Background: an optimization exercise with open tools, aiming at small area and a short achievable clock period. Do not read the settings as production practice.
RTL that was checked went through simulation tests only; none was proved equivalent to the original.
Function not checked in run 1: the RTL went through the layout flow alone.
No activity file was given, so power comes from the tool's default toggle rates.

==> design/flow/config.mk <==
export PLATFORM = sky130hd
export DESIGN_NAME = fp_mul
export DESIGN_NICKNAME = fp_mul
export VERILOG_FILES = /design/flow/design.v
export SDC_FILE = /design/flow/constraint.sdc
export NUM_CORES = 4
export LEC_CHECK = 0
export CAP_MARGIN = 20
export CORE_MARGIN = 2
export CORE_UTILIZATION = 40
export SETUP_SLACK_MARGIN = 1.7
export SLEW_MARGIN = 20
export SYNTH_HIERARCHICAL = 1
export SYNTH_MINIMUM_KEEP_SIZE = 0
==> design/flow/constraint.sdc <==
create_clock -name core_clock -period 5.3 [get_ports {clk}]
set_input_delay 1.0600 -clock core_clock [delete_from_list [all_inputs] [get_ports {clk}]]
set_output_delay 1.0600 -clock core_clock [all_outputs]
set_load 0.01 [all_outputs]
==> design/flow/design.v <==
module fp1(a, one, two, neg, rx, ry);
input wire [10:0] a;
input wire [5:0] one, two;
input wire [4:0] neg;
wire [4:0] nneg = ~neg;
output wire [20:0] rx, ry;
wire pp_0_0;
wire pp_0_1;
wire pp_0_2;
wire pp_0_3;
wire pp_0_4;
wire pp_0_5;
wire pp_0_6;
wire pp_0_7;
wire pp_0_8;
wire pp_0_9;
wire pp_0_10;
wire pp_0_11;
wire pp_1_0;
wire pp_1_1;
wire pp_1_2;
wire pp_1_3;
wire pp_1_4;
wire pp_1_5;
wire pp_1_6;
wire pp_1_7;
wire pp_1_8;
wire pp_1_9;
wire pp_1_10;
wire pp_1_11;
wire pp_2_0;
wire pp_2_1;
wire pp_2_2;
wire pp_2_3;
wire pp_2_4;
wire pp_2_5;
wire pp_2_6;
wire pp_2_7;
wire pp_2_8;
wire pp_2_9;
wire pp_2_10;
wire pp_2_11;
wire pp_3_0;
wire pp_3_1;
wire pp_3_2;
wire pp_3_3;
wire pp_3_4;
wire pp_3_5;
wire pp_3_6;
wire pp_3_7;
wire pp_3_8;
wire pp_3_9;
wire pp_3_10;
wire pp_3_11;
wire pp_4_0;
wire pp_4_1;
wire pp_4_2;
wire pp_4_3;
wire pp_4_4;
wire pp_4_5;
wire pp_4_6;
wire pp_4_7;
wire pp_4_8;
wire pp_4_9;
wire pp_4_10;
wire pp_4_11;
wire pp_5_0;
wire pp_5_1;
wire pp_5_2;
wire pp_5_3;
wire pp_5_4;
wire pp_5_5;
wire pp_5_6;
wire pp_5_7;
wire pp_5_8;
wire pp_5_9;
wire pp_5_10;
wire hs0;
wire hc0;
wire hs1;
wire hc1;
wire hs2;
wire hc2;
wire fs0;
wire fc0;
wire hs3;
wire hc3;
wire fs1;
wire fc1;
wire hs4;
wire hc4;
wire fs2;
wire fc2;
wire fs3;
wire fc3;
wire hs5;
wire hc5;
wire fs4;
wire fc4;
wire fs5;
wire fc5;
wire hs6;
wire hc6;
wire fs6;
wire fc6;
wire fs7;
wire fc7;
wire fs8;
wire fc8;
wire hs7;
wire hc7;
wire fs9;
wire fc9;
wire fs10;
wire fc10;
wire fs11;
wire fc11;
wire fs12;
wire fc12;
wire fs13;
wire fc13;
wire fs14;
wire fc14;
wire fs15;
wire fc15;
wire fs16;
wire fc16;
wire fs17;
wire fc17;
wire fs18;
wire fc18;
wire fs19;
wire fc19;
wire fs20;
wire fc20;
wire fs21;
wire fc21;
wire fs22;
wire fc22;
wire fs23;
wire fc23;
wire fs24;
wire fc24;
wire fs25;
wire fc25;
wire fs26;
wire fc26;
wire fs27;
wire fc27;
wire fs28;
wire fc28;
wire fs29;
wire fc29;
wire fs30;
wire fc30;
wire fs31;
wire fc31;
wire pp_2_11_n;
wire fs32;
wire fc32;
wire fs33;
wire fc33;
wire fs34;
wire fc34;
wire fs35;
wire fc35;
wire fs36;
wire fc36;
wire fs37;
wire fc37;
wire pp_3_11_n;
wire fs38;
wire fc38;
wire fs39;
wire fc39;
wire fs40;
wire fc40;
wire fs41;
wire fc41;
wire pp_4_11_n;
wire fs42;
wire fc42;
wire fs43;
wire fc43;
assign pp_0_0 = (one[0] & a[0]) ^ neg[0];
assign pp_0_1 = ((one[0] & a[1]) | (two[0] & a[0])) ^ neg[0];
assign pp_0_2 = ((one[0] & a[2]) | (two[0] & a[1])) ^ neg[0];
assign pp_0_3 = ((one[0] & a[3]) | (two[0] & a[2])) ^ neg[0];
assign pp_0_4 = ((one[0] & a[4]) | (two[0] & a[3])) ^ neg[0];
assign pp_0_5 = ((one[0] & a[5]) | (two[0] & a[4])) ^ neg[0];
assign pp_0_6 = ((one[0] & a[6]) | (two[0] & a[5])) ^ neg[0];
assign pp_0_7 = ((one[0] & a[7]) | (two[0] & a[6])) ^ neg[0];
assign pp_0_8 = ((one[0] & a[8]) | (two[0] & a[7])) ^ neg[0];
assign pp_0_9 = ((one[0] & a[9]) | (two[0] & a[8])) ^ neg[0];
assign pp_0_10 = ((one[0] & a[10]) | (two[0] & a[9])) ^ neg[0];
assign pp_0_11 = (two[0] & a[10]) ^ neg[0];
assign pp_1_0 = (one[1] & a[0]) ^ neg[1];
assign pp_1_1 = ((one[1] & a[1]) | (two[1] & a[0])) ^ neg[1];
assign pp_1_2 = ((one[1] & a[2]) | (two[1] & a[1])) ^ neg[1];
assign pp_1_3 = ((one[1] & a[3]) | (two[1] & a[2])) ^ neg[1];
assign pp_1_4 = ((one[1] & a[4]) | (two[1] & a[3])) ^ neg[1];
assign pp_1_5 = ((one[1] & a[5]) | (two[1] & a[4])) ^ neg[1];
assign pp_1_6 = ((one[1] & a[6]) | (two[1] & a[5])) ^ neg[1];
assign pp_1_7 = ((one[1] & a[7]) | (two[1] & a[6])) ^ neg[1];
assign pp_1_8 = ((one[1] & a[8]) | (two[1] & a[7])) ^ neg[1];
assign pp_1_9 = ((one[1] & a[9]) | (two[1] & a[8])) ^ neg[1];
assign pp_1_10 = ((one[1] & a[10]) | (two[1] & a[9])) ^ neg[1];
assign pp_1_11 = (two[1] & a[10]) ^ neg[1];
assign pp_2_0 = (one[2] & a[0]) ^ neg[2];
assign pp_2_1 = ((one[2] & a[1]) | (two[2] & a[0])) ^ neg[2];
assign pp_2_2 = ((one[2] & a[2]) | (two[2] & a[1])) ^ neg[2];
assign pp_2_3 = ((one[2] & a[3]) | (two[2] & a[2])) ^ neg[2];
assign pp_2_4 = ((one[2] & a[4]) | (two[2] & a[3])) ^ neg[2];
assign pp_2_5 = ((one[2] & a[5]) | (two[2] & a[4])) ^ neg[2];
assign pp_2_6 = ((one[2] & a[6]) | (two[2] & a[5])) ^ neg[2];
assign pp_2_7 = ((one[2] & a[7]) | (two[2] & a[6])) ^ neg[2];
assign pp_2_8 = ((one[2] & a[8]) | (two[2] & a[7])) ^ neg[2];
assign pp_2_9 = ((one[2] & a[9]) | (two[2] & a[8])) ^ neg[2];
assign pp_2_10 = ((one[2] & a[10]) | (two[2] & a[9])) ^ neg[2];
assign pp_2_11 = (two[2] & a[10]) ^ neg[2];
assign pp_3_0 = (one[3] & a[0]) ^ neg[3];
assign pp_3_1 = ((one[3] & a[1]) | (two[3] & a[0])) ^ neg[3];
assign pp_3_2 = ((one[3] & a[2]) | (two[3] & a[1])) ^ neg[3];
assign pp_3_3 = ((one[3] & a[3]) | (two[3] & a[2])) ^ neg[3];
assign pp_3_4 = ((one[3] & a[4]) | (two[3] & a[3])) ^ neg[3];
assign pp_3_5 = ((one[3] & a[5]) | (two[3] & a[4])) ^ neg[3];
assign pp_3_6 = ((one[3] & a[6]) | (two[3] & a[5])) ^ neg[3];
assign pp_3_7 = ((one[3] & a[7]) | (two[3] & a[6])) ^ neg[3];
assign pp_3_8 = ((one[3] & a[8]) | (two[3] & a[7])) ^ neg[3];
assign pp_3_9 = ((one[3] & a[9]) | (two[3] & a[8])) ^ neg[3];
assign pp_3_10 = ((one[3] & a[10]) | (two[3] & a[9])) ^ neg[3];
assign pp_3_11 = (two[3] & a[10]) ^ neg[3];
assign pp_4_0 = (one[4] & a[0]) ^ neg[4];
assign pp_4_1 = ((one[4] & a[1]) | (two[4] & a[0])) ^ neg[4];
assign pp_4_2 = ((one[4] & a[2]) | (two[4] & a[1])) ^ neg[4];
assign pp_4_3 = ((one[4] & a[3]) | (two[4] & a[2])) ^ neg[4];
assign pp_4_4 = ((one[4] & a[4]) | (two[4] & a[3])) ^ neg[4];
assign pp_4_5 = ((one[4] & a[5]) | (two[4] & a[4])) ^ neg[4];
assign pp_4_6 = ((one[4] & a[6]) | (two[4] & a[5])) ^ neg[4];
assign pp_4_7 = ((one[4] & a[7]) | (two[4] & a[6])) ^ neg[4];
assign pp_4_8 = ((one[4] & a[8]) | (two[4] & a[7])) ^ neg[4];
assign pp_4_9 = ((one[4] & a[9]) | (two[4] & a[8])) ^ neg[4];
assign pp_4_10 = ((one[4] & a[10]) | (two[4] & a[9])) ^ neg[4];
assign pp_4_11 = (two[4] & a[10]) ^ neg[4];
assign pp_5_0 = (one[5] & a[0]);
assign pp_5_1 = ((one[5] & a[1]) | (two[5] & a[0]));
assign pp_5_2 = ((one[5] & a[2]) | (two[5] & a[1]));
assign pp_5_3 = ((one[5] & a[3]) | (two[5] & a[2]));
assign pp_5_4 = ((one[5] & a[4]) | (two[5] & a[3]));
assign pp_5_5 = ((one[5] & a[5]) | (two[5] & a[4]));
assign pp_5_6 = ((one[5] & a[6]) | (two[5] & a[5]));
assign pp_5_7 = ((one[5] & a[7]) | (two[5] & a[6]));
assign pp_5_8 = ((one[5] & a[8]) | (two[5] & a[7]));
assign pp_5_9 = ((one[5] & a[9]) | (two[5] & a[8]));
assign pp_5_10 = ((one[5] & a[10]) | (two[5] & a[9]));
ha_c u_h0(.a(neg[1]), .b(pp_0_2), .s(hs0), .co(hc0));
ha_c u_h1(.a(pp_0_3), .b(pp_1_1), .s(hs1), .co(hc1));
ha_c u_h2(.a(neg[2]), .b(pp_0_4), .s(hs2), .co(hc2));
fa_c u_f0(.a(pp_1_2), .b(pp_2_0), .c(hc1), .s(fs0), .co(fc0));
ha_c u_h3(.a(pp_0_5), .b(pp_1_3), .s(hs3), .co(hc3));
fa_c u_f1(.a(pp_2_1), .b(hc2), .c(hs3), .s(fs1), .co(fc1));
ha_c u_h4(.a(neg[3]), .b(pp_0_6), .s(hs4), .co(hc4));
fa_c u_f2(.a(pp_1_4), .b(pp_2_2), .c(pp_3_0), .s(fs2), .co(fc2));
fa_c u_f3(.a(hc3), .b(hs4), .c(fs2), .s(fs3), .co(fc3));
ha_c u_h5(.a(pp_0_7), .b(pp_1_5), .s(hs5), .co(hc5));
fa_c u_f4(.a(pp_2_3), .b(pp_3_1), .c(hc4), .s(fs4), .co(fc4));
fa_c u_f5(.a(hs5), .b(fc2), .c(fs4), .s(fs5), .co(fc5));
ha_c u_h6(.a(neg[4]), .b(pp_0_8), .s(hs6), .co(hc6));
fa_c u_f6(.a(pp_1_6), .b(pp_2_4), .c(pp_3_2), .s(fs6), .co(fc6));
fa_c u_f7(.a(pp_4_0), .b(hc5), .c(hs6), .s(fs7), .co(fc7));
fa_c u_f8(.a(fs6), .b(fc4), .c(fs7), .s(fs8), .co(fc8));
ha_c u_h7(.a(pp_0_9), .b(pp_1_7), .s(hs7), .co(hc7));
fa_c u_f9(.a(pp_2_5), .b(pp_3_3), .c(pp_4_1), .s(fs9), .co(fc9));
fa_c u_f10(.a(hc6), .b(hs7), .c(fc6), .s(fs10), .co(fc10));
fa_c u_f11(.a(fs9), .b(fc7), .c(fs10), .s(fs11), .co(fc11));
fa_c u_f12(.a(pp_0_10), .b(pp_1_8), .c(pp_2_6), .s(fs12), .co(fc12));
fa_c u_f13(.a(pp_3_4), .b(pp_4_2), .c(pp_5_0), .s(fs13), .co(fc13));
fa_c u_f14(.a(hc7), .b(fc9), .c(fs12), .s(fs14), .co(fc14));
fa_c u_f15(.a(fs13), .b(fc10), .c(fs14), .s(fs15), .co(fc15));
fa_c u_f16(.a(pp_0_11), .b(pp_1_9), .c(pp_2_7), .s(fs16), .co(fc16));
fa_c u_f17(.a(pp_3_5), .b(pp_4_3), .c(pp_5_1), .s(fs17), .co(fc17));
fa_c u_f18(.a(fc12), .b(fc13), .c(fs16), .s(fs18), .co(fc18));
fa_c u_f19(.a(fs17), .b(fc14), .c(fs18), .s(fs19), .co(fc19));
fa_c u_f20(.a(neg[0]), .b(pp_1_10), .c(pp_2_8), .s(fs20), .co(fc20));
fa_c u_f21(.a(pp_3_6), .b(pp_4_4), .c(pp_5_2), .s(fs21), .co(fc21));
fa_c u_f22(.a(fc16), .b(fc17), .c(fs20), .s(fs22), .co(fc22));
fa_c u_f23(.a(fs21), .b(fc18), .c(fs22), .s(fs23), .co(fc23));
fa_c u_f24(.a(neg[0]), .b(pp_1_11), .c(pp_2_9), .s(fs24), .co(fc24));
fa_c u_f25(.a(pp_3_7), .b(pp_4_5), .c(pp_5_3), .s(fs25), .co(fc25));
fa_c u_f26(.a(fc20), .b(fc21), .c(fs24), .s(fs26), .co(fc26));
fa_c u_f27(.a(fs25), .b(fc22), .c(fs26), .s(fs27), .co(fc27));
fa_c u_f28(.a(nneg[1]), .b(nneg[0]), .c(pp_2_10), .s(fs28), .co(fc28));
fa_c u_f29(.a(pp_3_8), .b(pp_4_6), .c(pp_5_4), .s(fs29), .co(fc29));
fa_c u_f30(.a(fc24), .b(fs28), .c(fc25), .s(fs30), .co(fc30));
fa_c u_f31(.a(fs29), .b(fc26), .c(fs30), .s(fs31), .co(fc31));
assign pp_2_11_n = ~pp_2_11;
fa_c u_f32(.a(pp_3_9), .b(pp_4_7), .c(pp_5_5), .s(fs32), .co(fc32));
fa_c u_f33(.a(pp_2_11_n), .b(fc28), .c(fc29), .s(fs33), .co(fc33));
fa_c u_f34(.a(fs32), .b(fc30), .c(fs33), .s(fs34), .co(fc34));
fa_c u_f35(.a(nneg[2]), .b(pp_3_10), .c(pp_4_8), .s(fs35), .co(fc35));
fa_c u_f36(.a(pp_5_6), .b(pp_2_11), .c(fc32), .s(fs36), .co(fc36));
fa_c u_f37(.a(fs35), .b(fc33), .c(fs36), .s(fs37), .co(fc37));
assign pp_3_11_n = ~pp_3_11;
fa_c u_f38(.a(pp_4_9), .b(pp_5_7), .c(pp_3_11_n), .s(fs38), .co(fc38));
fa_c u_f39(.a(fc35), .b(fs38), .c(fc36), .s(fs39), .co(fc39));
fa_c u_f40(.a(nneg[3]), .b(pp_4_10), .c(pp_5_8), .s(fs40), .co(fc40));
fa_c u_f41(.a(pp_3_11), .b(fc38), .c(fs40), .s(fs41), .co(fc41));
assign pp_4_11_n = ~pp_4_11;
fa_c u_f42(.a(pp_5_9), .b(pp_4_11_n), .c(fc40), .s(fs42), .co(fc42));
fa_c u_f43(.a(nneg[4]), .b(pp_5_10), .c(pp_4_11), .s(fs43), .co(fc43));
assign rx = {fs43, fs42, fs41, fs39, fc34, fc31, fc27, fc23, fc19, fc15, fc11, fc8, fc5, fc3, fc1, fc0, hs2, hc0, pp_1_0, pp_0_1, neg[0]};
assign ry = {fc42, fc41, fc39, fc37, fs37, fs34, fs31, fs27, fs23, fs19, fs15, fs11, fs8, fs5, fs3, fs1, fs0, hs1, hs0, 1'b0, pp_0_0};
endmodule
module fa_c(a, b, c, s, co);
input wire a, b, c;
output wire s, co;
assign s = a ^ b ^ c;
assign co = (a & b) | (c & (a ^ b));
endmodule
module ha_c(a, b, s, co);
input wire a, b;
output wire s, co;
assign s = a ^ b;
assign co = a & b;
endmodule
module ha1_c(a, b, s, co);
input wire a, b;
output wire s, co;
assign s = ~(a ^ b);
assign co = a | b;
endmodule
module fp2(s, e, sign, fp_result, under, over);
input wire [20:9] s;
input wire [4:0] e;
input wire sign;
output wire [15:0] fp_result;
output wire under, over;
wire [4:0] e_inc = e + 5'd1;
wire u0 = e > 5'd24;
wire u1 = (e > 5'd23) && (e != 5'd31);    
wire [4:0] te = s[20] ? e : e_inc;
wire [10:0] ts = s[20] ? s[19:9] : s[20:10];
assign fp_result = {sign, te[3:0], ts};
assign under = s[20] ? u0 : u1;
assign over = te[4];
endmodule
module fp_mul(clk, op1, op2, result, under, over);
input wire clk;
input wire [15:0] op1, op2;
output wire [15:0] result;
output wire under, over;
wire [13:0] bx = {2'b00, op2[10:0], 1'b0};
wire [5:0] one_d, two_d;
wire [4:0] neg_d;
genvar i;
generate for (i = 0; i < 6; i = i + 1) begin : g_booth
	assign one_d[i] = bx[2*i+1] ^ bx[2*i];
	assign two_d[i] = (bx[2*i+2] & ~bx[2*i+1] & ~bx[2*i]) | (~bx[2*i+2] & bx[2*i+1] & bx[2*i]);
	if (i < 5) begin : g_neg
		assign neg_d[i] = bx[2*i+2];
	end
end endgenerate
reg [10:0] sa;
reg [5:0] bone, btwo;
reg [4:0] bneg;
reg [4:0] e1;
reg sg1;
always @(posedge clk)
begin
	sa <= op1[10:0];
	bone <= one_d;
	btwo <= two_d;
	bneg <= neg_d;
	e1 <= {1'b0, op1[14:11]} + {1'b0, op2[14:11]} - 5'd7;
	sg1 <= op1[15] ^ op2[15];
end
wire [20:0] rx, ry;
fp1 stage1(.a(sa), .one(bone), .two(btwo), .neg(bneg), .rx(rx), .ry(ry));
wire [20:0] px = rx, py = ry;
wire [20:0] p, g;
wire q1, q2, q3, q4, q5, q6, q7, q8, q9, q10, q11, q12, q13, q14, q15, q16, q17, q18, q19, q20, q21, q22, q23, q24, q25, q26, q27, q28, q29, q30, q31, q32, q33, q34, q35, q36, q37, q38, q39, q40, q41, q42, q43, q44, q45, q46;
ha_c u_pg0(.a(px[0]), .b(py[0]), .s(p[0]), .co(g[0]));
assign p[1] = px[1];
assign g[1] = 1'b0;
ha_c u_pg2(.a(px[2]), .b(py[2]), .s(p[2]), .co(g[2]));
ha_c u_pg3(.a(px[3]), .b(py[3]), .s(p[3]), .co(g[3]));
ha_c u_pg4(.a(px[4]), .b(py[4]), .s(p[4]), .co(g[4]));
ha_c u_pg5(.a(px[5]), .b(py[5]), .s(p[5]), .co(g[5]));
ha_c u_pg6(.a(px[6]), .b(py[6]), .s(p[6]), .co(g[6]));
ha_c u_pg7(.a(px[7]), .b(py[7]), .s(p[7]), .co(g[7]));
ha_c u_pg8(.a(px[8]), .b(py[8]), .s(p[8]), .co(g[8]));
ha_c u_pg9(.a(px[9]), .b(py[9]), .s(p[9]), .co(g[9]));
ha_c u_pg10(.a(px[10]), .b(py[10]), .s(p[10]), .co(g[10]));
ha_c u_pg11(.a(px[11]), .b(py[11]), .s(p[11]), .co(g[11]));
ha_c u_pg12(.a(px[12]), .b(py[12]), .s(p[12]), .co(g[12]));
ha_c u_pg13(.a(px[13]), .b(py[13]), .s(p[13]), .co(g[13]));
ha_c u_pg14(.a(px[14]), .b(py[14]), .s(p[14]), .co(g[14]));
ha_c u_pg15(.a(px[15]), .b(py[15]), .s(p[15]), .co(g[15]));
ha_c u_pg16(.a(px[16]), .b(py[16]), .s(p[16]), .co(g[16]));
ha_c u_pg17(.a(px[17]), .b(py[17]), .s(p[17]), .co(g[17]));
ha_c u_pg18(.a(px[18]), .b(py[18]), .s(p[18]), .co(g[18]));
ha_c u_pg19(.a(px[19]), .b(py[19]), .s(p[19]), .co(g[19]));
ha_c u_pg20(.a(px[20]), .b(py[20]), .s(p[20]), .co(g[20]));
assign q1 = p[1] & g[0];
pg_c u_q2(.gh(g[3]), .ph(p[3]), .gl(g[2]), .pl(p[2]), .g(q2), .p(q3));
pg_c u_q4(.gh(g[5]), .ph(p[5]), .gl(g[4]), .pl(p[4]), .g(q4), .p(q5));
pg_c u_q6(.gh(g[7]), .ph(p[7]), .gl(g[6]), .pl(p[6]), .g(q6), .p(q7));
pg_c u_q8(.gh(g[9]), .ph(p[9]), .gl(g[8]), .pl(p[8]), .g(q8), .p(q9));
pg_c u_q10(.gh(g[11]), .ph(p[11]), .gl(g[10]), .pl(p[10]), .g(q10), .p(q11));
g_c u_q12(.gh(g[2]), .ph(p[2]), .gl(q1), .g(q12));
g_c u_q13(.gh(q2), .ph(q3), .gl(q1), .g(q13));
pg_c u_q14(.gh(g[6]), .ph(p[6]), .gl(q4), .pl(q5), .g(q14), .p(q15));
pg_c u_q16(.gh(q6), .ph(q7), .gl(q4), .pl(q5), .g(q16), .p(q17));
pg_c u_q18(.gh(g[10]), .ph(p[10]), .gl(q8), .pl(q9), .g(q18), .p(q19));
pg_c u_q20(.gh(q10), .ph(q11), .gl(q8), .pl(q9), .g(q20), .p(q21));
g_c u_q22(.gh(g[4]), .ph(p[4]), .gl(q13), .g(q22));
g_c u_q23(.gh(q4), .ph(q5), .gl(q13), .g(q23));
g_c u_q24(.gh(q14), .ph(q15), .gl(q13), .g(q24));
g_c u_q25(.gh(q16), .ph(q17), .gl(q13), .g(q25));
g_c u_q26(.gh(g[8]), .ph(p[8]), .gl(q25), .g(q26));
g_c u_q27(.gh(q8), .ph(q9), .gl(q25), .g(q27));
g_c u_q28(.gh(q18), .ph(q19), .gl(q25), .g(q28));
g_c u_q29(.gh(q20), .ph(q21), .gl(q25), .g(q29));
g_c u_q30(.gh(g[13]), .ph(p[13]), .gl(g[12]), .g(q30));
pg_c u_q31(.gh(g[15]), .ph(p[15]), .gl(g[14]), .pl(p[14]), .g(q31), .p(q32));
pg_c u_q33(.gh(g[17]), .ph(p[17]), .gl(g[16]), .pl(p[16]), .g(q33), .p(q34));
pg_c u_q35(.gh(g[19]), .ph(p[19]), .gl(g[18]), .pl(p[18]), .g(q35), .p(q36));
g_c u_q37(.gh(g[14]), .ph(p[14]), .gl(q30), .g(q37));
g_c u_q38(.gh(q31), .ph(q32), .gl(q30), .g(q38));
pg_c u_q39(.gh(g[18]), .ph(p[18]), .gl(q33), .pl(q34), .g(q39), .p(q40));
pg_c u_q41(.gh(q35), .ph(q36), .gl(q33), .pl(q34), .g(q41), .p(q42));
g_c u_q43(.gh(g[16]), .ph(p[16]), .gl(q38), .g(q43));
g_c u_q44(.gh(q33), .ph(q34), .gl(q38), .g(q44));
g_c u_q45(.gh(q39), .ph(q40), .gl(q38), .g(q45));
g_c u_q46(.gh(q41), .ph(q42), .gl(q38), .g(q46));
wire [12:0] lo;
assign lo[12] = q29;
assign lo[9] = p[9] ^ q26;
assign lo[10] = p[10] ^ q27;
assign lo[11] = p[11] ^ q28;
assign lo[0] = 1'b0;    
assign lo[1] = 1'b0;    
assign lo[2] = 1'b0;    
assign lo[3] = 1'b0;    
assign lo[4] = 1'b0;    
assign lo[5] = 1'b0;    
assign lo[6] = 1'b0;    
assign lo[7] = 1'b0;    
assign lo[8] = 1'b0;    
wire [8:0] h0;
assign h0[0] = p[12];
assign h0[1] = p[13] ^ g[12];
assign h0[2] = p[14] ^ q30;
assign h0[3] = p[15] ^ q37;
assign h0[4] = p[16] ^ q38;
assign h0[5] = p[17] ^ q43;
assign h0[6] = p[18] ^ q44;
assign h0[7] = p[19] ^ q45;
assign h0[8] = p[20] ^ q46;
reg [8:0] h0r;
reg hc;
reg [2:0] lo2;
reg [4:0] e2;
reg sg2;
always @(posedge clk)
begin
	h0r <= h0;
	hc <= lo[12];
	lo2 <= lo[11:9];
	e2 <= e1;
	sg2 <= sg1;
end
wire [8:0] hi = h0r + hc;
wire [20:9] s = {hi, lo2};
fp2 stage2(.s(s), .e(e2), .sign(sg2), .fp_result(result), .under(under), .over(over));
endmodule
module pg_c(gh, ph, gl, pl, g, p);
input wire gh, ph, gl, pl;
output wire g, p;
assign g = gh | (ph & gl);
assign p = ph & pl;
endmodule
module g_c(gh, ph, gl, g);
input wire gh, ph, gl;
output wire g;
assign g = gh | (ph & gl);
endmodule
==> design/flow/flow/run.sh <==
#!/bin/bash
# The standard layout (the standard.sh) with two changes: plain buf_1
# cells as the input and output port buffers instead of the ones
# buffer_ports picks, and clock tree synthesis without dummy load cells.
export BUFFER_PORTS_ARGS="-buffer_cell sky130_fd_sc_hd__buf_1"
export CTS_ARGS="-sink_clustering_enable -repair_clock_nets -buf_list sky130_fd_sc_hd__clkbuf_8 -dont_use_dummy_load"
bash standard.sh > standard.log 2>&1
==> design/flow/standard.sh <==
#!/bin/bash
# synth_recipe.tcl (not shown) runs the flow's synth.tcl, then flattens the netlist and writes it again
# the make line also repeats each setting of config.mk as NAME=value (left out here)
make -C /OpenROAD-flow-scripts/flow DESIGN_CONFIG=/design/flow/config.mk WORK_HOME=/design/flow/orfs CLKGATE_MAP_FILE= SYNTH_SCRIPT=/design/flow/synth_recipe.tcl "${@:-finish}"
==> results.txt, run 1 <==
Ys Warns=7; CTS buffer count=5; DP Worst Slack=~1.5 ns; H-tree depth=2; IO buf count=50; # clock sinks=53; CP cell instances=a22oi_1, xnor2_1, fa_1, fa_1, fa_1, ha_1, a21o_1, a21o_1, a21o_1, xor2_1; CTS tree=yes; fmax=between 200 and 300 MHz; Final HPWL DP=around 7000 um; initial antenna violation count=0; via count=3,143; Critical Path AT=~3.7 ns; Root Driver=clkbuf_8; syn_area_per_cell=around 11 um2; measured slew at the worst slew-check pin=0.460 ns; fin nets=between 500 and 600; max cap viols=0; die area=~14,000 um2; critical path's slowest cell=fa_1; VDD IR max=between 200 and 250 uV; Register Area=about 1100 um2; Slew HR=between 60% and 70%; DR vias/cell=4.96; CP required=5.48 ns; worst hold endpoint=e2[1]$_DFF_P_; fin crit period=3.53 ns; Fin Clk Skew=roughly 0.029 ns; wirelength, routed=approximately 9000 um; Pre-Repair DR Iteration Count=4; R2R Setup Slk=~1.8 ns; first-pass GRT wire length=around 16,000 um; DR WL/cell=between 10 and 15 um; worst r2r dst=h0r[7]$_DFF_P_; share of layout cells above drive strength 1=between 10% and 20%; Post-Route Setup TNS=0 ns; I/O pins=51; Hold WC Path Type=flip-flop to flip-flop; RSZ-0062 raised after global routing=no; vias in the first global route=around 3,200; post-synthesis cell area=5160 um2; crit share post-route=between 60% and 70%; Area growth, synth to finish=-1.53%; ant diodes=0; Overall Power=0.00254 W; # DRC=0; initial core utilization=40.9%; critical path class=flip-flop to flip-flop; slowest stage delay, CP=~0.55 ns; CTS Buffer Depth=2; die span in x=118 um; final setup fails=0; row count=41; Max Transition Viols Final=0; min-delay src=e1[1]$_DFF_P_; post-synthesis net count=between 600 and 700; Worst-Skew Late Latency=roughly 0.31 ns; final hold vios=0; Final GP Congestion=0.886; reg-to-reg critical path startpoint=btwo[4]$_DFF_P_; setup ws final=1.77 ns; Hold Crit Depth=0; kind of end point of the critical path=flip-flop; Leak=2.17 nW; Setup crit start kind=flip-flop; Reg2Reg Depth=10; Detail Route Antenna Nets=0; Layout fillers=about 1,300; status=no timing/DRC/antenna violations; total grt overflow=0; initial drt markers=between 100 and 150; clock-pin slew on the worst setup and hold paths=approximately 0.10 ns; multi-input logic area=about 3400 um2; Die Ht=between 100 and 150 um; gr usage total=13.6%; core region area=12,600 um2; largest net degree at the start of global routing=19; Power Density=roughly 500 nW/um2; Mapped Cells=around 480; Core Util, Final=40.3%; CP Max Fanout=11
routing by layer:
metal / wire [um] / up-vias / GRT usage (%)
li1: - / 1536 / -
met1: 4360 / 1510 / 18.4
met2: 4080 / 87 / 22.1
met3: 531 / 10 / 3.44
met4: 63 / 0 / 2.48
met5: 0 / - / 0
registers in the layout (all words and copies together) (netlist names), 3 cells and up:
register	cells
e1	5
btwo	6
bneg	5
bone	6
lo2	3
e2	5
h0r	9
sa	11
worst max-delay path: cells and delay by family (launching register included):
kind            cells  cell delay, ns
xor+xnor            2            0.34
fa+ha+maj           4            1.76
compound gates      4            0.80
flops               1            0.50
layout make-up:
class	instances	area share, %
Inverter	18	1.33
Tap cell	172	4.24
Clock buffer	5	1.35
Multi-Input combinational cell	335	67.2
Timing Repair Buffer	51	4.09
Sequential cell	53	21.8
stage by stage:
step / area, um2 / std cells / hold WS (ns)
global route: 5080 / 634 / 0.342
finish: 5080 / 634 / 0.331
global placement: 4940 / 628 / 0.313
floorplan: 5160 / 483 / 0.310
detailed placement: 4940 / 628 / 0.312
CTS: 5060 / 634 / 0.333
worst max-delay path by stage:
stage / start / to / slack, ns / cells after the start
finish: btwo[4]$_DFF_P_ / h0r[7]$_DFF_P_ / 1.77 / 10
global route: sa[4]$_DFF_P_ / h0r[7]$_DFF_P_ / 1.72 / 10
CTS: sa[7]$_DFF_P_ / h0r[7]$_DFF_P_ / 1.71 / 10
detailed placement: bneg[0]$_DFF_P_ / h0r[7]$_DFF_P_ / 1.53 / 9
global placement: bneg[0]$_DFF_P_ / h0r[6]$_DFF_P_ / 1.62 / 9
floorplan: bneg[0]$_DFF_P_ / h0r[6]$_DFF_P_ / 1.85 / 12
power by group:
| part | switching [W] | internal [W] |
|---|---|---|
| logic | 0.000833 | 0.000885 |
| registers | 0.000108 | 0.000514 |
| clock network | 0.000110 | 0.0000853 |
| total | 0.00105 | 0.00148 |
placed cells by master (no fill, tap or decap), types with 2 or more instances in the layout:
cell	n
xnor2_1	70
buf_1	50
fa_1	45
a22oi_1	45
ha_1	41
a21o_1	27
dfxtp_1	27
dfxtp_2	21
xor2_1	20
inv_1	18
and2_1	16
nand2_1	13
a22o_1	8
mux2_2	7
nand2b_1	5
a22oi_2	5
mux2_4	5
dfxtp_4	5
clkbuf_8	5
nand3_1	4
nand3b_1	4
o21ai_0	4
nor2_1	3
nor2b_1	2
a22o_2	2
what timing repair did:
| action | in CTS | in global routing |
|---|---|---|
| hold buffers | 0 | 0 |
| gates resized for setup | 20 | 12 |
| buffers inserted | 1 | 0 |
| pin swaps | 1 | 0 |
| hold endpoints to repair | 0 | 0 |
| endpoints found under the setup margin | 25 | 8 |
==> run 2, diff against run 1 <==
--- a/design/flow/design.v
+++ b/design/flow/design.v
@@ -380,3 +380,3 @@
 wire [20:0] p, g;
-wire q1, q2, q3, q4, q5, q6, q7, q8, q9, q10, q11, q12, q13, q14, q15, q16, q17, q18, q19, q20, q21, q22, q23, q24, q25, q26, q27, q28, q29, q30, q31, q32, q33, q34, q35, q36, q37, q38, q39, q40, q41, q42, q43, q44, q45, q46;
+wire q1, q2, q3, q4, q5, q6, q7, q8, q9, q10, q11, q12, q13, q14, q15, q16, q17, q18, q19, q20, q21, q22, q23, q24, q25, q26, q27, q28, q29, q30, q31, q32, q33, q34, q35, q36, q37, q38, q39, q40, q41, q42, q43, q44;
 ha_c u_pg0(.a(px[0]), .b(py[0]), .s(p[0]), .co(g[0]));
@@ -419,23 +419,23 @@
 g_c u_q25(.gh(q16), .ph(q17), .gl(q13), .g(q25));
-g_c u_q26(.gh(g[8]), .ph(p[8]), .gl(q25), .g(q26));
-g_c u_q27(.gh(q8), .ph(q9), .gl(q25), .g(q27));
-g_c u_q28(.gh(q18), .ph(q19), .gl(q25), .g(q28));
-g_c u_q29(.gh(q20), .ph(q21), .gl(q25), .g(q29));
-g_c u_q30(.gh(g[13]), .ph(p[13]), .gl(g[12]), .g(q30));
-pg_c u_q31(.gh(g[15]), .ph(p[15]), .gl(g[14]), .pl(p[14]), .g(q31), .p(q32));
-pg_c u_q33(.gh(g[17]), .ph(p[17]), .gl(g[16]), .pl(p[16]), .g(q33), .p(q34));
-pg_c u_q35(.gh(g[19]), .ph(p[19]), .gl(g[18]), .pl(p[18]), .g(q35), .p(q36));
-g_c u_q37(.gh(g[14]), .ph(p[14]), .gl(q30), .g(q37));
-g_c u_q38(.gh(q31), .ph(q32), .gl(q30), .g(q38));
-pg_c u_q39(.gh(g[18]), .ph(p[18]), .gl(q33), .pl(q34), .g(q39), .p(q40));
-pg_c u_q41(.gh(q35), .ph(q36), .gl(q33), .pl(q34), .g(q41), .p(q42));
-g_c u_q43(.gh(g[16]), .ph(p[16]), .gl(q38), .g(q43));
-g_c u_q44(.gh(q33), .ph(q34), .gl(q38), .g(q44));
-g_c u_q45(.gh(q39), .ph(q40), .gl(q38), .g(q45));
-g_c u_q46(.gh(q41), .ph(q42), .gl(q38), .g(q46));
-wire [12:0] lo;
-assign lo[12] = q29;
-assign lo[9] = p[9] ^ q26;
-assign lo[10] = p[10] ^ q27;
-assign lo[11] = p[11] ^ q28;
+pg_c u_q26(.gh(g[12]), .ph(p[12]), .gl(q20), .pl(q21), .g(q26), .p(q27));
+g_c u_q28(.gh(g[8]), .ph(p[8]), .gl(q25), .g(q28));
+g_c u_q29(.gh(q8), .ph(q9), .gl(q25), .g(q29));
+g_c u_q30(.gh(q18), .ph(q19), .gl(q25), .g(q30));
+g_c u_q31(.gh(q20), .ph(q21), .gl(q25), .g(q31));
+g_c u_q32(.gh(q26), .ph(q27), .gl(q25), .g(q32));
+g_c u_q33(.gh(g[14]), .ph(p[14]), .gl(g[13]), .g(q33));
+pg_c u_q34(.gh(g[16]), .ph(p[16]), .gl(g[15]), .pl(p[15]), .g(q34), .p(q35));
+pg_c u_q36(.gh(g[18]), .ph(p[18]), .gl(g[17]), .pl(p[17]), .g(q36), .p(q37));
+g_c u_q38(.gh(g[15]), .ph(p[15]), .gl(q33), .g(q38));
+g_c u_q39(.gh(q34), .ph(q35), .gl(q33), .g(q39));
+pg_c u_q40(.gh(g[19]), .ph(p[19]), .gl(q36), .pl(q37), .g(q40), .p(q41));
+g_c u_q42(.gh(g[17]), .ph(p[17]), .gl(q39), .g(q42));
+g_c u_q43(.gh(q36), .ph(q37), .gl(q39), .g(q43));
+g_c u_q44(.gh(q40), .ph(q41), .gl(q39), .g(q44));
+wire [13:0] lo;
+assign lo[13] = q32;
+assign lo[9] = p[9] ^ q28;
+assign lo[10] = p[10] ^ q29;
+assign lo[11] = p[11] ^ q30;
+assign lo[12] = p[12] ^ q31;
 assign lo[0] = 1'b0;    
@@ -449,15 +449,14 @@
 assign lo[8] = 1'b0;    
-wire [8:0] h0;
-assign h0[0] = p[12];
-assign h0[1] = p[13] ^ g[12];
-assign h0[2] = p[14] ^ q30;
-assign h0[3] = p[15] ^ q37;
-assign h0[4] = p[16] ^ q38;
-assign h0[5] = p[17] ^ q43;
-assign h0[6] = p[18] ^ q44;
-assign h0[7] = p[19] ^ q45;
-assign h0[8] = p[20] ^ q46;
-reg [8:0] h0r;
+wire [7:0] h0;
+assign h0[0] = p[13];
+assign h0[1] = p[14] ^ g[13];
+assign h0[2] = p[15] ^ q33;
+assign h0[3] = p[16] ^ q38;
+assign h0[4] = p[17] ^ q39;
+assign h0[5] = p[18] ^ q42;
+assign h0[6] = p[19] ^ q43;
+assign h0[7] = p[20] ^ q44;
+reg [7:0] h0r;
 reg hc;
-reg [2:0] lo2;
+reg [3:0] lo2;
 reg [4:0] e2;
@@ -467,4 +466,4 @@
 	h0r <= h0;
-	hc <= lo[12];
-	lo2 <= lo[11:9];
+	hc <= lo[13];
+	lo2 <= lo[12:9];
 	e2 <= e1;
@@ -472,3 +471,3 @@
 end
-wire [8:0] hi = h0r + hc;
+wire [7:0] hi = h0r + hc;
 wire [20:9] s = {hi, lo2};
--- a/design/flow/config.mk
+++ b/design/flow/config.mk
@@ -10,3 +10,3 @@
 export CORE_UTILIZATION = 40
-export SETUP_SLACK_MARGIN = 1.7
+export SETUP_SLACK_MARGIN = 1.9
 export SLEW_MARGIN = 20
==> run 2 against run 1 <==
Synthesized cell count fell by 1.2%. Clock-buffer cell count did not move. Clock power rose by 7%. Total power rose by 6.4%. Non-clock buffer count rose by 14. Register-to-register slack improved by 0.20 ns. Critical path depth did not move. Sequential share of layout area fell by 0.099 points. Maximum frequency rose by 6.1%. Cell count rose by 1.3%. Combinational power rose by 9%.
==> results.txt, run 2 <==
status=no timing/DRC/antenna violations (unchanged); Setup crit start kind=flip-flop (unchanged); critical path's slowest cell=fa_1 (unchanged); Mapped Cells=477 (was 483); total grt overflow=0 (unchanged); die span in x=117 um (was 118 um); initial core utilization=40.8% (was 40.9%); reg-to-reg critical path startpoint=btwo[2]$_DFF_P_ (was btwo[4]$_DFF_P_); ant diodes=0 (unchanged); WP buf/inv=0 (unchanged); fin nets=591 (was 583); commonest non-fill, non-tap cells in the layout=xnor2_1, buf_1, fa_1 (was xnor2_1, buf_1, fa_1, a22oi_1, ha_1); CTS tree=yes (unchanged); Area growth, synth to finish=3.88% (was -1.53%); first-pass GRT wire length=15,900 um (was 15,700 um); Final GP Congestion=0.833 (was 0.886); final setup fails=0 (unchanged); fmax=300 MHz (was 283 MHz); die area=13,700 um2 (was 13,800 um2); final cell count without fillers=642 (was 634); Worst-Skew Late Latency=0.31 ns (about the same); VDD IR max=176 uV (was 212 uV); DR WL/cell=15.0 um (was 14.3 um); CTS Buffer Depth=2 (unchanged); Slew HR=72.5% (was 69.3%); Most flops, register=sa (unchanged); Detail Route Antenna Nets=0 (unchanged); Worst path depth=10 (unchanged); Final HPWL DP=7140 um (was 7030 um); via count=3,207 (was 3,143); IO buf count=50 (unchanged); gr usage total=14.8% (was 13.6%); setup ws final=1.97 ns (was 1.77 ns); Reg2Reg Depth=10 (unchanged); kind of end point of the critical path=flip-flop (unchanged); max cap viols=0 (unchanged); largest net degree at the start of global routing=17 (was 19); Root Driver=clkbuf_8 (unchanged); clock-pin slew on the worst setup and hold paths=0.10 ns (about the same); share of layout cells above drive strength 1=19.6% (was 11.9%); critical path class=flip-flop to flip-flop (unchanged); worst r2r dst=h0r[6]$_DFF_P_ (was h0r[7]$_DFF_P_); syn_area_per_cell=10.7 um2 (about the same); slowest stage delay, CP=0.58 ns (was 0.55 ns); Cell Count Post-Placement=622 (was 628); DP Worst Slack=1.65 ns (was 1.53 ns); Critical Path AT=3.54 ns (was 3.72 ns); Die Ht=117 um (was 118 um); Ys Warns=7 (unchanged); Max Transition Viols Final=0 (unchanged); Hold WC Path Type=flip-flop to flip-flop (unchanged); most common cell after layout, fill and taps aside=xnor2_1 (unchanged); initial drt markers=205 (was 118); wirelength, routed=9660 um (was 9040 um); Top Registers=sa (11), h0r (8) (was sa (11), h0r (9)); initial antenna violation count=0 (unchanged); post-synthesis cell area=5120 um2 (was 5160 um2); # clock sinks=53 (unchanged); CP required=5.51 ns (was 5.48 ns); Power Density=507 nW/um2 (was 499 nW/um2); Layout fillers=1,219 (was 1,253); vias in the first global route=3,204 (was 3,205); CP cell instances=a22oi_2, xnor2_2, fa_1, fa_1, fa_1, ha_4, a21o_1, a21o_1, a21o_1, xor2_1 (was a22oi_1, xnor2_1, fa_1, fa_1, fa_1, ha_1, a21o_1, a21o_1, a21o_1, xor2_1); min-delay src=e1[1]$_DFF_P_ (unchanged); core region area=12,600 um2 (about the same); crit share post-route=62.8% (was 66.6%); Core Util, Final=42.4% (was 40.3%); H-tree depth=2 (unchanged); Top Family by Delay on Critical Path=adder cells (unchanged); DR vias/cell=5.00 (was 4.96); placed standard-cell area=4900 um2 (was 4940 um2); number of flip-flops under the largest register name=11 (unchanged); Post-Route Setup TNS=0 ns (unchanged); RSZ-0062 raised after global routing=yes (was no); fin crit period=3.33 ns (was 3.53 ns); Hold Crit Depth=0 (unchanged); CP Max Fanout=6 (was 11); Fin Clk Skew=0.0139 ns (was 0.0285 ns); post-synthesis net count=596 (was 602); # DRC=0 (unchanged); design area=5320 um2 (was 5080 um2); row count=41 (unchanged); R2R Setup Slk=1.97 ns (was 1.77 ns); measured slew at the worst slew-check pin=0.412 ns (was 0.460 ns); final hold vios=0 (unchanged); Leak=2.23 nW (was 2.17 nW); Pre-Repair DR Iteration Count=5 (was 4); worst hold endpoint=e2[1]$_DFF_P_ (unchanged); CTS buffer count=5 (unchanged); I/O pins=51 (unchanged)
==> run 2: cell count changes in the layout (fill, tap and decap cells not counted), sizes merged, moves of 2 or more <==
cell and change:
and3 +2, buf +13, nand2 -3, nand3 +2, xor2 -2
==> run 2: worst max-delay path by stage <==
| stage | startpoint | end | slack (ns) |
|---|---|---|---|
| floorplan | sa[9]$_DFF_P_ | h0r[6]$_DFF_P_ | 1.91 |
| detailed placement | bneg[2]$_DFF_P_ | h0r[6]$_DFF_P_ | 1.65 |
| CTS | bone[2]$_DFF_P_ | h0r[6]$_DFF_P_ | 1.92 |
| finish | btwo[2]$_DFF_P_ | h0r[6]$_DFF_P_ | 1.97 |
| global placement | bneg[2]$_DFF_P_ | h0r[6]$_DFF_P_ | 1.66 |
| global route | btwo[2]$_DFF_P_ | lo2[3]$_DFF_P_ | 1.82 |
==> run 2: metal layers <==
layer | GRT usage [%] | wire length (um) | vias up
met1 | 20.3 | 4540 | 1564
li1 | - | - | 1546
met4 | 2.82 | 89 | 0
met2 | 24.8 | 4600 | 89
met5 | 0 | 0 | -
met3 | 2.42 | 432 | 8
==> run 2: layout make-up <==
cell class / count / area, um2 / area share [%]
Sequential cell: 53 / 1150 / 21.7
Multi-Input combinational cell: 329 / 3510 / 65.9
Tap cell: 172 / 215 / 4.04
Timing Repair Buffer: 65 / 313 / 5.88
Inverter: 18 / 67.6 / 1.27
Clock buffer: 5 / 68.8 / 1.29
==> run 2: worst register-to-register path, stage by stage (launching register included) <==
cell and delay [ns]:
dfxtp_4 0.38, a22oi_2 0.24, xnor2_2 0.15, fa_1 0.45, fa_1 0.47, fa_1 0.58, ha_4 0.22, a21o_1 0.18
a21o_1 0.23, a21o_1 0.18, xor2_1 0.16
==> run 2: power breakdown <==
| group | internal [W] | total (W) | leakage, nW | switching (W) |
|---|---|---|---|---|
| sequential | 0.000510 | 0.000614 | 0.456 | 0.000105 |
| clock | 0.0000856 | 0.000210 | 0.0359 | 0.000125 |
| combinational | 0.000994 | 0.00187 | 1.73 | 0.000878 |
| total | 0.00159 | 0.00270 | 2.23 | 0.00111 |
==> run 2: stage by stage <==
step           power [W]  hold slack [ns]
2_1_floorplan    0.00225            0.310
3_3_place_gp     0.00228            0.311
3_5_place_dp     0.00231            0.313
4_1_cts          0.00258            0.337
5_1_grt          0.00301            0.337
6_report         0.00270            0.330
==> run 2: what timing repair did <==
item | CTS | global route
gates resized for setup | 28 | 48
pin swaps | 1 | 12
hold buffers | 0 | 0
setup buffers | 3 | 12
endpoints found under the setup margin | 27 | 8
==> run 3, diff against run 2 <==
--- a/design/flow/config.mk
+++ b/design/flow/config.mk
@@ -10,3 +10,3 @@
 export CORE_UTILIZATION = 40
-export SETUP_SLACK_MARGIN = 1.9
+export SETUP_SLACK_MARGIN = 1.8
 export SLEW_MARGIN = 20
==> run 3 against run 2 <==
Largest cell class unchanged. First-iteration DRC count fell by 11%. Critical path depth did not move. Combinational power is 7% lower. Wire length decreased by 6.7%.
==> results.txt, run 3 <==
switch share=41.2% (was 41.1%); ant diodes=0 (unchanged); Max Transition Viols Final=0 (unchanged); RSZ-0062 raised after global routing=yes (unchanged); critical path's slowest cell=fa_1 (unchanged); Setup crit start kind=flip-flop (unchanged); Top Family by Delay on Critical Path=adder cells (unchanged); kind of end point of the critical path=flip-flop (unchanged); VDD IR max=181 uV (was 176 uV); gr usage total=13.8% (was 14.8%); die area=13,700 um2 (unchanged); slowest stage delay, CP=0.53 ns (was 0.58 ns); final hold vios=0 (unchanged); Die Ht=117 um (unchanged); fin nets=583 (was 591); Root Driver=clkbuf_8 (unchanged); Ys Warns=7 (unchanged); commonest non-fill, non-tap cells in the layout=xnor2_1, buf_1, fa_1 (unchanged); CTS Buffer Depth=2 (unchanged); largest net degree at the start of global routing=19 (was 17); post-synthesis net count=596 (unchanged); DR vias/cell=4.88 (was 5.00); CTS tree=yes (unchanged); initial antenna violation count=0 (unchanged); max cap viols=0 (unchanged); status=no timing/DRC/antenna violations (unchanged); # clock sinks=53 (unchanged); initial drt markers=182 (was 205); core region area=12,600 um2 (unchanged); Mapped Cells=477 (unchanged); Worst path depth=10 (unchanged); syn_area_per_cell=10.7 um2 (unchanged); I/O pins=51 (unchanged); Fin Clk Skew=0.00970 ns (was 0.0139 ns); share of layout cells above drive strength 1=13.9% (was 19.6%); fin crit period=3.36 ns (was 3.33 ns); Seq pwr share=24.0% (was 22.8%); Detail Route Antenna Nets=0 (unchanged); R2R Setup Slk=1.94 ns (was 1.97 ns); H-tree depth=2 (unchanged); switching pwr=0.00105 W (was 0.00111 W); CP cell instances=a22oi_1, xnor2_1, fa_1, fa_1, fa_1, ha_1, a21o_1, a21o_1, a21o_1, xor2_1 (was a22oi_2, xnor2_2, fa_1, fa_1, fa_1, ha_4, a21o_1, a21o_1, a21o_1, xor2_1); part of the power in combinational logic=68.2% (was 69.4%); CP endpoint=h0r[6]$_DFF_P_ (unchanged); CP startpoint=btwo[3]$_DFF_P_ (was btwo[2]$_DFF_P_); Hold WC Path Type=flip-flop to flip-flop (unchanged); Area growth, synth to finish=0.513% (was 3.88%); Final HPWL DP=6990 um (was 7140 um); CP Max Fanout=11 (was 6); Pre-Repair DR Iteration Count=5 (unchanged); Final GP Congestion=0.838 (was 0.833); Leak=2.19 nW (was 2.23 nW); via count=3,091 (was 3,207); total grt overflow=0 (unchanged); reg-to-reg critical path startpoint=btwo[3]$_DFF_P_ (was btwo[2]$_DFF_P_); Core Util, Final=41.0% (was 42.4%); worst r2r dst=h0r[6]$_DFF_P_ (unchanged); crit share post-route=63.5% (was 62.8%); Hold Crit Depth=0 (unchanged); IO buf count=50 (unchanged); fmax=297 MHz (was 300 MHz); number of flip-flops under the largest register name=11 (unchanged); wirelength, routed=9010 um (was 9660 um); initial core utilization=40.8% (unchanged); clock-pin slew on the worst setup and hold paths=0.08 ns (was 0.10 ns); CP required=5.48 ns (was 5.51 ns); Post-Route Setup TNS=0 ns (unchanged); DR WL/cell=14.2 um (was 15.0 um); Slew HR=70.2% (was 72.5%); vias in the first global route=3,012 (was 3,204); Clk pwr share=7.8% (about the same); final setup fails=0 (unchanged); most common cell after layout, fill and taps aside=xnor2_1 (unchanged); Most flops, register=sa (unchanged); internal power=0.00150 W (was 0.00159 W); WP buf/inv=0 (unchanged); Critical Path AT=3.55 ns (was 3.54 ns); measured slew at the worst slew-check pin=0.448 ns (was 0.412 ns); Worst-Skew Late Latency=0.30 ns (was 0.31 ns); Reg2Reg Depth=10 (unchanged); row count=41 (unchanged); Layout fillers=1,240 (was 1,219); # DRC=0 (unchanged); CTS buffer count=5 (unchanged); first-pass GRT wire length=14,900 um (was 15,900 um); Top Registers=sa (11), h0r (8) (unchanged); critical path class=flip-flop to flip-flop (unchanged); Power Density=496 nW/um2 (was 507 nW/um2); post-synthesis cell area=5120 um2 (unchanged); die span in x=117 um (unchanged)
## run 3: final cells by class
class | count | area, um2 | area share, %
multi-input combinational | 329 | 3400 | 66.1
sequential | 53 | 1130 | 22.0
timing repair buffer | 57 | 265 | 5.15
tap | 172 | 215 | 4.18
clock buffer | 5 | 68.8 | 1.34
inverter | 18 | 67.6 | 1.31
## run 3: timing repair
item,4_1_cts,5_1_grt
resized for setup,20,25
gates cloned,0,0
buffers inserted,0,7
hold buffers,0,0
pin swaps,0,5
setup endpoints to repair,25,10
## run 3: worst min-delay path by stage
stage,startpoint,end,slack (ns)
global route,e1[2]$_DFF_P_,e2[2]$_DFF_P_,0.34
finish,e1[3]$_DFF_P_,e2[3]$_DFF_P_,0.33
global placement,e1[4]$_DFF_P_,e2[4]$_DFF_P_,0.31
CTS,e1[3]$_DFF_P_,e2[3]$_DFF_P_,0.33
detailed placement,e1[3]$_DFF_P_,e2[3]$_DFF_P_,0.31
floorplan,e1[0]$_DFF_P_,e2[0]$_DFF_P_,0.31
## run 3: through the flow
step	setup WS [ns]	total power [W]	hold slack [ns]	std cells	instance area [um2]
global route	1.79	0.00285	0.342	634	5150
global placement	1.65	0.00228	0.312	622	4900
detailed placement	1.57	0.00232	0.313	622	4900
floorplan	1.82	0.00225	0.310	477	5120
finish	1.94	0.00255	0.332	634	5150
CTS	1.79	0.00254	0.335	627	5000
## run 3: layer usage
layer	share of wire [%]	wire (um)	GRT usage (%)	vias up
li1	-	-	-	1528
met1	48	4330	20.1	1460
met2	45	4070	21.3	95
met3	5.8	520	2.63	8
met4	1.1	95	3.37	0
met5	0	0	0	-
## run 3: power by group through the flow
| stage | Sequential [W] | Combinational [W] | Clock, W |
|---|---|---|---|
| 2_1_floorplan | 0.000561 | 0.00169 | 0 |
| 3_3_place_gp | 0.000623 | 0.00166 | 0 |
| 3_5_place_dp | 0.000625 | 0.00169 | 0 |
| 4_1_cts | 0.000620 | 0.00171 | 0.000211 |
| 5_1_grt | 0.000628 | 0.00200 | 0.000227 |
| 6_report | 0.000614 | 0.00174 | 0.000199 |
==> run 4, diff against run 3 <==
--- a/design/flow/config.mk
+++ b/design/flow/config.mk
@@ -10,3 +10,3 @@
 export CORE_UTILIZATION = 40
-export SETUP_SLACK_MARGIN = 1.8
+export SETUP_SLACK_MARGIN = 1.6
 export SLEW_MARGIN = 20
==> run 4 against run 3 <==
Cell count decreased by 1.1%. Design area decreased by 2.9%. Global-route usage about the same.
==> results.txt, run 4 <==
multi-input logic area=3380 um2 (was 3400 um2); reg-to-reg critical path startpoint=btwo[3]$_DFF_P_ (unchanged); CP startpoint=btwo[3]$_DFF_P_ (unchanged); Hold Buf Count CTS=0 (unchanged); max cap viols=0 (unchanged); die span in x=117 um (unchanged); worst r2r dst=h0r[6]$_DFF_P_ (unchanged); Mapped Cells=477 (unchanged); Critical Path AT=3.74 ns (was 3.55 ns); R2R Setup Slk=1.74 ns (was 1.94 ns); critical path class=flip-flop to flip-flop (unchanged); vias in the first global route=3,017 (was 3,012); status=no timing/DRC/antenna violations (unchanged); Most flops, register=sa (unchanged); Die Ht=117 um (unchanged); Final GP Congestion=0.838 (unchanged); H-tree depth=2 (unchanged); fin nets=576 (was 583); Layout fillers=1,248 (was 1,240); Max Transition Viols Final=0 (unchanged); initial core utilization=40.8% (unchanged); post-synthesis cell area=5120 um2 (unchanged); kind of end point of the critical path=flip-flop (unchanged); initial antenna violation count=0 (unchanged); via count=3,088 (was 3,091); Power Density=501 nW/um2 (was 496 nW/um2); Top Registers=sa (11), h0r (8) (unchanged); CTS tree=yes (unchanged); CP required=5.48 ns (about the same); DR vias/cell=4.93 (was 4.88); Area growth, synth to finish=-2.42% (was 0.513%); Ys Warns=7 (unchanged); row count=41 (unchanged); share of layout cells above drive strength 1=9.67% (was 13.9%); RSZ-0062 raised after global routing=no (was yes); total grt overflow=0 (unchanged); Post-Route Setup TNS=0 ns (unchanged); Pre-Repair DR Iteration Count=5 (unchanged); CTS buffer count=5 (unchanged); DR WL/cell=14.2 um (about the same); number of flip-flops under the largest register name=11 (unchanged); first-pass GRT wire length=14,900 um (about the same); Setup crit start kind=flip-flop (unchanged); post-CTS setup buffers=0 (unchanged); most common cell after layout, fill and taps aside=xnor2_1 (unchanged); commonest non-fill, non-tap cells in the layout=xnor2_1, buf_1, fa_1, a22oi_1, ha_1 (was xnor2_1, buf_1, fa_1); # clock sinks=53 (unchanged); post-synthesis net count=596 (unchanged); Register Area=1080 um2 (was 1130 um2); Root Driver=clkbuf_8 (unchanged); Slew HR=57.9% (was 70.2%); Final HPWL DP=6990 um (unchanged); I/O pins=51 (unchanged); VDD IR max=182 uV (was 181 uV); Worst-Skew Late Latency=0.30 ns (about the same); core region area=12,600 um2 (unchanged); crit share post-route=67.2% (was 63.5%); IO buf count=50 (unchanged); fin crit period=3.56 ns (was 3.36 ns); clock-pin slew on the worst setup and hold paths=0.09 ns (was 0.08 ns); critical path's slowest cell=dfxtp_1 (was fa_1); fmax=281 MHz (was 297 MHz); ant diodes=0 (unchanged); # DRC=0 (unchanged); largest net degree at the start of global routing=19 (unchanged); CP endpoint=h0r[6]$_DFF_P_ (unchanged); CP cell instances=a22oi_1, xnor2_1, fa_1, fa_1, fa_1, ha_1, a21o_1, a21o_1, a21o_1, xor2_1 (unchanged); Hold WC Path Type=flip-flop to flip-flop (unchanged); slowest stage delay, CP=0.61 ns (was 0.53 ns); Overall Power=0.00250 W (was 0.00255 W); final setup fails=0 (unchanged); wirelength, routed=8910 um (was 9010 um); die area=13,700 um2 (unchanged); final hold vios=0 (unchanged); gr usage total=13.8% (about the same); Detail Route Antenna Nets=0 (unchanged); CP Max Fanout=11 (unchanged); measured slew at the worst slew-check pin=0.631 ns (was 0.448 ns); Fin Clk Skew=0.0109 ns (was 0.00970 ns); hold slack=0.333 ns (was 0.332 ns); Leak=2.14 nW (was 2.19 nW); Reg2Reg Depth=10 (unchanged); syn_area_per_cell=10.7 um2 (unchanged); initial drt markers=222 (was 182); CTS Buffer Depth=2 (unchanged)
## run 4: changes by cell type in the layout (fill, tap and decap cells not counted)
cell,delta
dfxtp_2,+5
a22oi_2,-2
a22oi_1,+2
dfxtp_1,+10
ha_4,-1
dfxtp_4,-15
buf_12,-2
buf_4,-5
ha_1,+1
## run 4: worst min path at each step
stage,startpoint,end,slack [ns],cells past startpoint
finish,e1[4]$_DFF_P_,e2[4]$_DFF_P_,0.33,0
global route,e1[2]$_DFF_P_,e2[2]$_DFF_P_,0.34,0
CTS,e1[3]$_DFF_P_,e2[3]$_DFF_P_,0.33,0
detailed placement,e1[3]$_DFF_P_,e2[3]$_DFF_P_,0.31,0
global placement,e1[4]$_DFF_P_,e2[4]$_DFF_P_,0.31,0
floorplan,e1[0]$_DFF_P_,e2[0]$_DFF_P_,0.31,0
## run 4: power breakdown
part           switching, W  total, W  internal [W]  leakage, nW
Clock              0.000114  0.000199     0.0000853       0.0359
Sequential         0.000105  0.000619      0.000514        0.447
Combinational      0.000818   0.00169      0.000867         1.65
## run 4: critical path: cells and delay by family, from the launching register on
family / cells / cell delay, ns
AO/OA/AOI/OAI: 4 / 0.80
XOR/XNOR: 2 / 0.34
adder cells (fa/ha/maj): 4 / 1.71
flip-flops: 1 / 0.61
## run 4: layout make-up
class	instances	area share [%]
Inverter	18	1.35
Multi-Input combinational cell	329	67.6
Tap cell	172	4.30
Timing Repair Buffer	50	3.75
Sequential cell	53	21.6
Clock buffer	5	1.38
## run 4: repair_timing
action | CTS | global route
endpoints found under the setup margin | 5 | 13
hold endpoints to repair | 0 | 0
resized for setup | 2 | 15
## run 4: stage by stage
stage / setup WS [ns] / utilization (%) / cells / area (um2)
after global routing: 1.61 / 39.8 / 627 / 5000
final: 1.74 / 39.8 / 627 / 5000
after detailed placement: 1.57 / 39.0 / 622 / 4900
after CTS: 1.61 / 39.6 / 627 / 4970
after floorplan: 1.82 / - / 477 / 5120
after global placement: 1.65 / 39.0 / 622 / 4900
## run 4: per-layer routing
layer	wire (um)	vias to the layer above	GRT usage, %
met1	4420	1471	20.1
met5	0	-	0
met2	3920	95	21.3
li1	-	1514	-
met3	471	8	2.63
met4	95	0	3.37
==> run 5, diff against run 4 <==
--- a/design/flow/config.mk
+++ b/design/flow/config.mk
@@ -10,3 +10,3 @@
 export CORE_UTILIZATION = 40
-export SETUP_SLACK_MARGIN = 1.6
+export SETUP_SLACK_MARGIN = 1.7
 export SLEW_MARGIN = 20
==> run 5 against run 4 <==
Sequential power about the same. Flip-flop and latch count unchanged. Highest routed layer unchanged. Via count decreased by 0.23%. Still clean. Sequential share of layout area increased by 0.18 points. Cell count unchanged. Synthesized cell count unchanged. Utilization increased by 0.090 points. Global-route usage unchanged.
==> results.txt, run 5 <==
Die Ht=117 um (unchanged); total grt overflow=0 (unchanged); die span in x=117 um (unchanged); first-pass GRT wire length=14,900 um (unchanged); Most flops, register=sa (unchanged); # DRC=0 (unchanged); Overall Power=0.00250 W (about the same); ant diodes=0 (unchanged); IO buf count=50 (unchanged); Clk pwr share=7.9% (about the same); hold slack=0.333 ns (about the same); switching pwr=0.00104 W (about the same); status=no timing/DRC/antenna violations (unchanged); number of flip-flops under the largest register name=11 (unchanged); clock-pin slew on the worst setup and hold paths=0.09 ns (about the same); fmax=288 MHz (was 281 MHz); Max Transition Viols Final=0 (unchanged); DR vias/cell=4.91 (was 4.93); switch share=41.4% (about the same); Core Util, Final=39.9% (was 39.8%); final setup fails=0 (unchanged); max cap viols=0 (unchanged); part of the power in combinational logic=67.3% (about the same); Mapped Cells=477 (unchanged); setup ws final=1.83 ns (was 1.74 ns); VDD IR max=182 uV (about the same); Post-Route Setup TNS=0 ns (unchanged); post-synthesis cell area=5120 um2 (unchanged); initial antenna violation count=0 (unchanged); I/O pins=51 (unchanged); Pre-Repair DR Iteration Count=5 (unchanged); CP startpoint=bone[4]$_DFF_P_ (was btwo[3]$_DFF_P_); CTS buffer count=5 (unchanged); post-synthesis net count=596 (unchanged); row count=41 (unchanged); Top Registers=sa (11), h0r (8) (unchanged); internal power=0.00147 W (about the same); Hold Buf Count CTS=0 (unchanged); initial drt markers=210 (was 222); post-CTS setup buffers=0 (unchanged); most common cell after layout, fill and taps aside=xnor2_1 (unchanged); crit share post-route=65.5% (was 67.2%); fin crit period=3.47 ns (was 3.56 ns); initial core utilization=40.8% (unchanged); Fin Clk Skew=0.0107 ns (was 0.0109 ns); kind of end point of the critical path=flip-flop (unchanged); WP buf/inv=0 (unchanged); Slew HR=57.9% (unchanged); fin nets=576 (unchanged); core region area=12,600 um2 (unchanged); via count=3,081 (was 3,088); CTS tree=yes (unchanged); CP required=5.48 ns (about the same); CTS Buffer Depth=2 (unchanged); CP cell instances=a22oi_1, xnor2_1, fa_1, fa_1, fa_1, ha_1, a21o_1, a21o_1, a21o_1, xor2_1 (unchanged); Final GP Congestion=0.838 (unchanged); Top Family by Delay on Critical Path=adder cells (unchanged); critical path's slowest cell=dfxtp_1 (unchanged); measured slew at the worst slew-check pin=0.631 ns (unchanged); Area growth, synth to finish=-2.20% (was -2.42%); min-delay src=e1[4]$_DFF_P_ (unchanged); Final HPWL DP=6990 um (unchanged); largest net degree at the start of global routing=19 (unchanged); Root Driver=clkbuf_8 (unchanged); wirelength, routed=8920 um (was 8910 um); vias in the first global route=3,017 (unchanged); DR WL/cell=14.2 um (about the same); # clock sinks=53 (unchanged); die area=13,700 um2 (unchanged); Critical Path AT=3.66 ns (was 3.74 ns); final hold vios=0 (unchanged); Worst-Skew Late Latency=0.30 ns (about the same); Leak=2.14 nW (about the same); Seq pwr share=24.8% (was 24.7%); Hold WC Path Type=flip-flop to flip-flop (unchanged); DP Worst Slack=1.57 ns (unchanged); Setup crit start kind=flip-flop (unchanged); commonest non-fill, non-tap cells in the layout=xnor2_1, buf_1, fa_1, a22oi_1, ha_1 (unchanged); Power Density=500 nW/um2 (was 501 nW/um2); Detail Route Antenna Nets=0 (unchanged); H-tree depth=2 (unchanged); RSZ-0062 raised after global routing=no (unchanged); gr usage total=13.8% (unchanged); CP Max Fanout=11 (unchanged); syn_area_per_cell=10.7 um2 (unchanged); critical path class=flip-flop to flip-flop (unchanged); share of layout cells above drive strength 1=11.6% (was 9.67%); reg-to-reg critical path startpoint=bone[4]$_DFF_P_ (was btwo[3]$_DFF_P_); slowest stage delay, CP=0.59 ns (was 0.61 ns); Ys Warns=7 (unchanged)
==> run 5: layout make-up <==
| cell class | count | area, um2 |
|---|---|---|
| Clock buffer | 5 | 68.8 |
| Fill cell | 1249 | 7560 |
| Inverter | 18 | 67.6 |
| Multi-Input combinational cell | 329 | 3380 |
| Sequential cell | 53 | 1090 |
| Tap cell | 172 | 215 |
| Timing Repair Buffer | 50 | 188 |
==> run 5: what timing repair did <==
| action | in CTS | in global routing |
|---|---|---|
| cloned | 0 | 0 |
| endpoints found under the setup margin | 8 | 22 |
| gates resized for setup | 11 | 15 |
==> run 5: worst reg2reg max path, stage by stage (launching register included) <==
cell     delay, ns
dfxtp_1       0.59
a22oi_1       0.16
xnor2_1       0.17
fa_1          0.42
fa_1          0.52
fa_1          0.42
ha_1          0.32
a21o_1        0.22
a21o_1        0.21
a21o_1        0.18
xor2_1        0.16
==> run 5: worst paths after layout <==
path	endpoint	slack, ns	depth (start not counted)
hold / removal	e2[4]$_DFF_P_	0.33	0
setup reg to reg	h0r[6]$_DFF_P_	1.83	10
setup / recovery	h0r[6]$_DFF_P_	1.83	10
hold reg to reg	e2[4]$_DFF_P_	0.33	0
==> run 5: through the flow <==
| stage | std cells | area (um2) |
|---|---|---|
| finish | 627 | 5010 |
| CTS | 627 | 4980 |
| detailed placement | 622 | 4900 |
| floorplan | 477 | 5120 |
| global route | 627 | 5010 |
| global placement | 622 | 4900 |
==> run 5: layer usage <==
metal | part of all wire, % | track usage, % | wire length, um
met5 | 0 | 0 | 0
met1 | 49 | 20.1 | 4370
met4 | 1.1 | 3.37 | 95
met2 | 44 | 21.3 | 3920
met3 | 6.1 | 2.63 | 540
==> run 5: power groups by stage <==
stage               sequential (W)  combinational (W)  clock, W
floorplan                 0.000561            0.00169         0
global placement          0.000623            0.00166         0
detailed placement        0.000625            0.00169         0
CTS                       0.000617            0.00171  0.000211
global route              0.000634            0.00194  0.000227
finish                    0.000620            0.00168  0.000199

afterwards: timing with drivers on the ports:
In the flow no input, the clock included, has a driving cell. The finished layouts below were timed again as built, in two steps. Step 1, drivers: a clkbuf_16 drives clk and a buf_2 each remaining input, both assumed. Step 2 adds t to the input delays and takes it off the output delays; t is the mean of the earliest and latest rising clock arrival at the registers after step 1. Input paths then give back, and output paths get back, about the clock's delay inside the block. a / b / c = ideal / step 1 / step 2; a / b = the first two.
| run | t, ns | setup slack, ns | worst setup path after step 2 | latest minus earliest clock arrival (ns) | slew at the worst register clock pin (ns) |
|---|---|---|---|---|---|
| run 1 | 0.322 | 1.769 / 1.769 / 1.769 | register to register | 0.029 / 0.029 | 0.10 / 0.10 |
| run 2 | 0.337 | 1.971 / 1.971 / 1.971 | register to register | 0.015 / 0.014 | 0.10 / 0.10 |
| run 3 | 0.328 | 1.935 / 1.935 / 1.935 | register to register | 0.011 / 0.010 | 0.08 / 0.08 |
| run 4 | 0.328 | 1.740 / 1.740 / 1.740 | register to register | 0.012 / 0.011 | 0.09 / 0.09 |
| run 5 | 0.328 | 1.828 / 1.828 / 1.828 | register to register | 0.012 / 0.011 | 0.09 / 0.09 |
After both steps setup and hold are still met in every run listed.
